This design comes from an exercise in tuning for small area and a short achievable clock period on the open sky130 flow, not from production work.
RTL that was checked went through simulation tests only; none was proved equivalent to the original.

## 07-22
Design fp64_add, start of the top module:
module fp64_add(input clk, input [63:0] a, input [63:0] b, output reg [63:0] s);
For scale: ~2800 cells after synthesis, about 190 flip-flops, ~190 I/O pins, ~0.016 mm^2 of cells after synthesis.
Settings: LEC_CHECK=0, CAP_MARGIN=20, CORE_MARGIN=2, CORE_UTILIZATION=25, SLEW_MARGIN=20; clock period 30.0 ns.
standard.sh (not shown) runs the stock make flow with config.mk's settings and CLKGATE_MAP_FILE= SYNTH_SCRIPT=/design/flow/synth_recipe.tcl, a recipe that flattens the netlist after the stock synthesis.
==> flow/flow/run.sh <==
#!/bin/bash
# Layout flow: the standard flow with an area-oriented ABC mapping script
# (flow/abc.script replaces ORFS's abc_speed.script; registers unchanged),
# plain buffers on the ports, a denser floorplan, and timing repair that
# aims for setup slack of 22 ns at the design's clock.
set -euo pipefail
cp -r "$FLOW_HOME/scripts" scripts_mod
cp flow/abc.script scripts_mod/abc_speed.script
bash standard.sh SCRIPTS_DIR="$PWD/scripts_mod" \
  "BUFFER_PORTS_ARGS=-buffer_cell sky130_fd_sc_hd__buf_1" \
  CORE_UTILIZATION=50 SETUP_SLACK_MARGIN=22 ADDER_MAP_FILE= finish > standard.log 2>&1
==> flow/flow/abc.script <==
strash
dch
map -a
topo
stime -c
## Diff of input files: 03-28 against 07-22
diff --git a/flow/flow/run.sh b/flow/flow/run.sh
--- a/flow/flow/run.sh
+++ b/flow/flow/run.sh
@@ -9,3 +9,3 @@
 bash standard.sh SCRIPTS_DIR="$PWD/scripts_mod" \
   "BUFFER_PORTS_ARGS=-buffer_cell sky130_fd_sc_hd__buf_1" \
-  CORE_UTILIZATION=50 SETUP_SLACK_MARGIN=22 ADDER_MAP_FILE= finish > standard.log 2>&1
+  CORE_UTILIZATION=50 SETUP_SLACK_MARGIN=22 CTS_BUF_LIST=sky130_fd_sc_hd__clkbuf_8 ADDER_MAP_FILE= finish > standard.log 2>&1
Results
Between 03-28 and 07-22, it is 03-28 whose worst path required time is higher, by 0.02 ns. met3 layer usage reported by global route, 07-22 and 03-28, lower one = 03-28. In the flow results for 07-22 and 03-28, the number of gates given a new drive strength after cts is larger on 03-28. Via-per-instance ratio went down slightly going from 07-22 to 03-28.
Function was not checked in any run of this note: the RTL went through the layout flow alone.

---

fp64_add, a different RTL version from the one above (not shown whole).
Size in the first run: ~190 I/O pins, ~16000 um2 of cells after synthesis.
Design fp64_add, start of the top module:
module fp64_add(input clk, input [63:0] a, input [63:0] b, output [63:0] s);
    wire        sx_d, big_d, sub_d, tie_d, hz_d, lzero_d;
    wire [10:0] ex_d;
    wire [51:0] mx_d;
    wire [52:0] ty_d;
    wire [5:0]  dsh_d;
    reg         sx_q, big_q, sub_q, tie_q, hz_q, lzero_q;
    reg  [10:0] ex_q;
    reg  [51:0] mx_q;
    reg  [52:0] ty_q;
    reg  [5:0]  dsh_q;
    wire [52:0] p_d;
    wire [1:0]  k_d;
    wire [11:0] se_d;
    wire        inf_d;
    reg  [52:0] p_q;
    reg  [1:0]  k_q;
    reg  [11:0] se_q;
    reg         inf_q;
    dfa_pre  u_pre(.a(a), .b(b), .sx(sx_d), .ex(ex_d), .mx(mx_d), .ty(ty_d), .dsh(dsh_d), .big(big_d),
                   .sub(sub_d), .tie(tie_d), .hz(hz_d), .lzero(lzero_d));
    dfa_post u_post(.sx(sx_q), .ex(ex_q), .mx(mx_q), .ty(ty_q), .dsh(dsh_q), .big(big_q), .sub(sub_q),
                    .tie(tie_q), .hz(hz_q), .lzero(lzero_q), .p(p_d), .k(k_d), .se(se_d), .inf(inf_d));
    dfa_out  u_out(.p(p_q), .k(k_q), .inf(inf_q), .m(s[51:0]));
    assign s[63:52] = se_q;
    always @(posedge clk) begin
        sx_q    <= sx_d;
        ex_q    <= ex_d;
        mx_q    <= mx_d;
        ty_q    <= ty_d;
        dsh_q   <= dsh_d;
        big_q   <= big_d;
        sub_q   <= sub_d;
        tie_q   <= tie_d;
        hz_q    <= hz_d;
        lzero_q <= lzero_d;
        p_q     <= p_d;
        k_q     <= k_d;
        se_q    <= se_d;
        inf_q   <= inf_d;
    end
endmodule
clock: 30.0 ns
lec_check: 0
cap_margin: 20
core_margin: 2
core_utilization: 25
slew_margin: 20
==> flow/flow/run.sh <==
#!/bin/bash
# Layout flow: the standard flow with an area-oriented ABC mapping script
# (flow/abc.script replaces ORFS's abc_speed.script; registers unchanged),
# plain buffers on the ports, a denser floorplan, and timing repair that
# aims for setup slack of 21.5 ns at the design's clock.
set -euo pipefail
cp -r "$FLOW_HOME/scripts" scripts_mod
cp flow/abc.script scripts_mod/abc_speed.script
bash standard.sh SCRIPTS_DIR="$PWD/scripts_mod" \
  "BUFFER_PORTS_ARGS=-buffer_cell sky130_fd_sc_hd__buf_1" \
  CORE_UTILIZATION=45 SETUP_SLACK_MARGIN=21.5 CTS_BUF_LIST=sky130_fd_sc_hd__clkbuf_8 ADDER_MAP_FILE= finish > standard.log 2>&1
==> flow/flow/abc.script <==
strash
dc2
dch
map -a
topo
stime -c
The baseline finished with max-capacitance violations, max-slew violations left.
Edit:
==> flow/flow/run.sh (replaced) <==
#!/bin/bash
# Layout flow: the standard flow with an area-oriented ABC mapping script
# (flow/abc.script replaces ORFS's abc_speed.script; registers unchanged),
# plain buffers on the ports, a denser floorplan, and timing repair that
# aims for setup slack of 22 ns at the design's clock.
set -euo pipefail
cp -r "$FLOW_HOME/scripts" scripts_mod
cp flow/abc.script scripts_mod/abc_speed.script
bash standard.sh SCRIPTS_DIR="$PWD/scripts_mod" \
  "BUFFER_PORTS_ARGS=-buffer_cell sky130_fd_sc_hd__buf_1" \
  CORE_UTILIZATION=45 SETUP_SLACK_MARGIN=22 ADDER_MAP_FILE= finish > standard.log 2>&1
==> flow/flow/abc.script (replaced) <==
strash
dch
map -a
topo
stime -c
After rerunning: The new run went through all stages and came out clean. Hold slack gains 0.016 ns. Synthesized cell count is higher by 3.9%. Via count falls by about 10%. Die area rises by 2.1%. Register-to-register slack improved by 6.2 ns. Setup slack improved by 5.4 ns. Fmax grows by about 66%. Clock-buffer cell count stays the same. Design area went down by 14%. Core utilization came out lower by 10 points.
Edit:
==> flow/flow/run.sh (replaced) <==
#!/bin/bash
# Layout flow: the standard flow with an area-oriented ABC mapping script
# (flow/abc.script replaces ORFS's abc_speed.script; registers unchanged),
# plain buffers on the ports, a denser floorplan, and timing repair that
# aims for setup slack of 21.5 ns at the design's clock.
set -euo pipefail
cp -r "$FLOW_HOME/scripts" scripts_mod
cp flow/abc.script scripts_mod/abc_speed.script
bash standard.sh SCRIPTS_DIR="$PWD/scripts_mod" \
  "BUFFER_PORTS_ARGS=-buffer_cell sky130_fd_sc_hd__buf_1" \
  CORE_UTILIZATION=45 SETUP_SLACK_MARGIN=21.5 CTS_BUF_LIST=sky130_fd_sc_hd__clkbuf_8 ADDER_MAP_FILE= finish > standard.log 2>&1
Outcome: Hold slack got worse by 0.031 ns. Via count shrinks slightly. Cell area is lower by a few percent. Global-route usage goes up by 0.51 points.

[static timing again, ports no longer ideal]
Ports are ideal in the flow. The routed layouts listed here were re-timed in OpenROAD. Step 1: set_driving_cell puts a clkbuf_16 on clk and a buf_2 on each other input, an assumption about the parent block. Step 2 adds t to the input delays and takes it off the output delays; t is the mean of the earliest and latest rising clock arrival at the registers after step 1. Input paths then give back, and output paths get back, about the clock's delay inside the block. a / b / c = no drivers / after step 1 / after step 2; a / b = the first two.
| run | t (ns) | setup slack, ns | hold slack, ns | latest minus earliest clock arrival (ns) |
|---|---|---|---|---|
| 07-22 | 0.520 | 21.418 / 21.410 / 20.889 | 0.468 / 0.468 / 0.468 | 0.018 / 0.017 |
| 03-28 | 0.583 | 21.448 / 21.444 / 20.861 | 0.470 / 0.470 / 0.470 | 0.030 / 0.029 |
| the first run of note 2 | 0.602 | 16.351 / 16.351 / 16.351 | 0.542 / 0.542 / 0.542 | 0.019 / 0.018 |
| the second run of note 2 | 0.520 | 21.766 / 21.759 / 21.239 | 0.558 / 0.558 / 0.558 | 0.011 / 0.011 |
| the third run of note 2 | 0.575 | 21.709 / 21.713 / 21.162 | 0.527 / 0.527 / 0.527 | 0.019 / 0.019 |
For 03-28, which loses most, drivers alone change the setup slack by -0.004 ns; drivers and shift together by -0.587 ns.
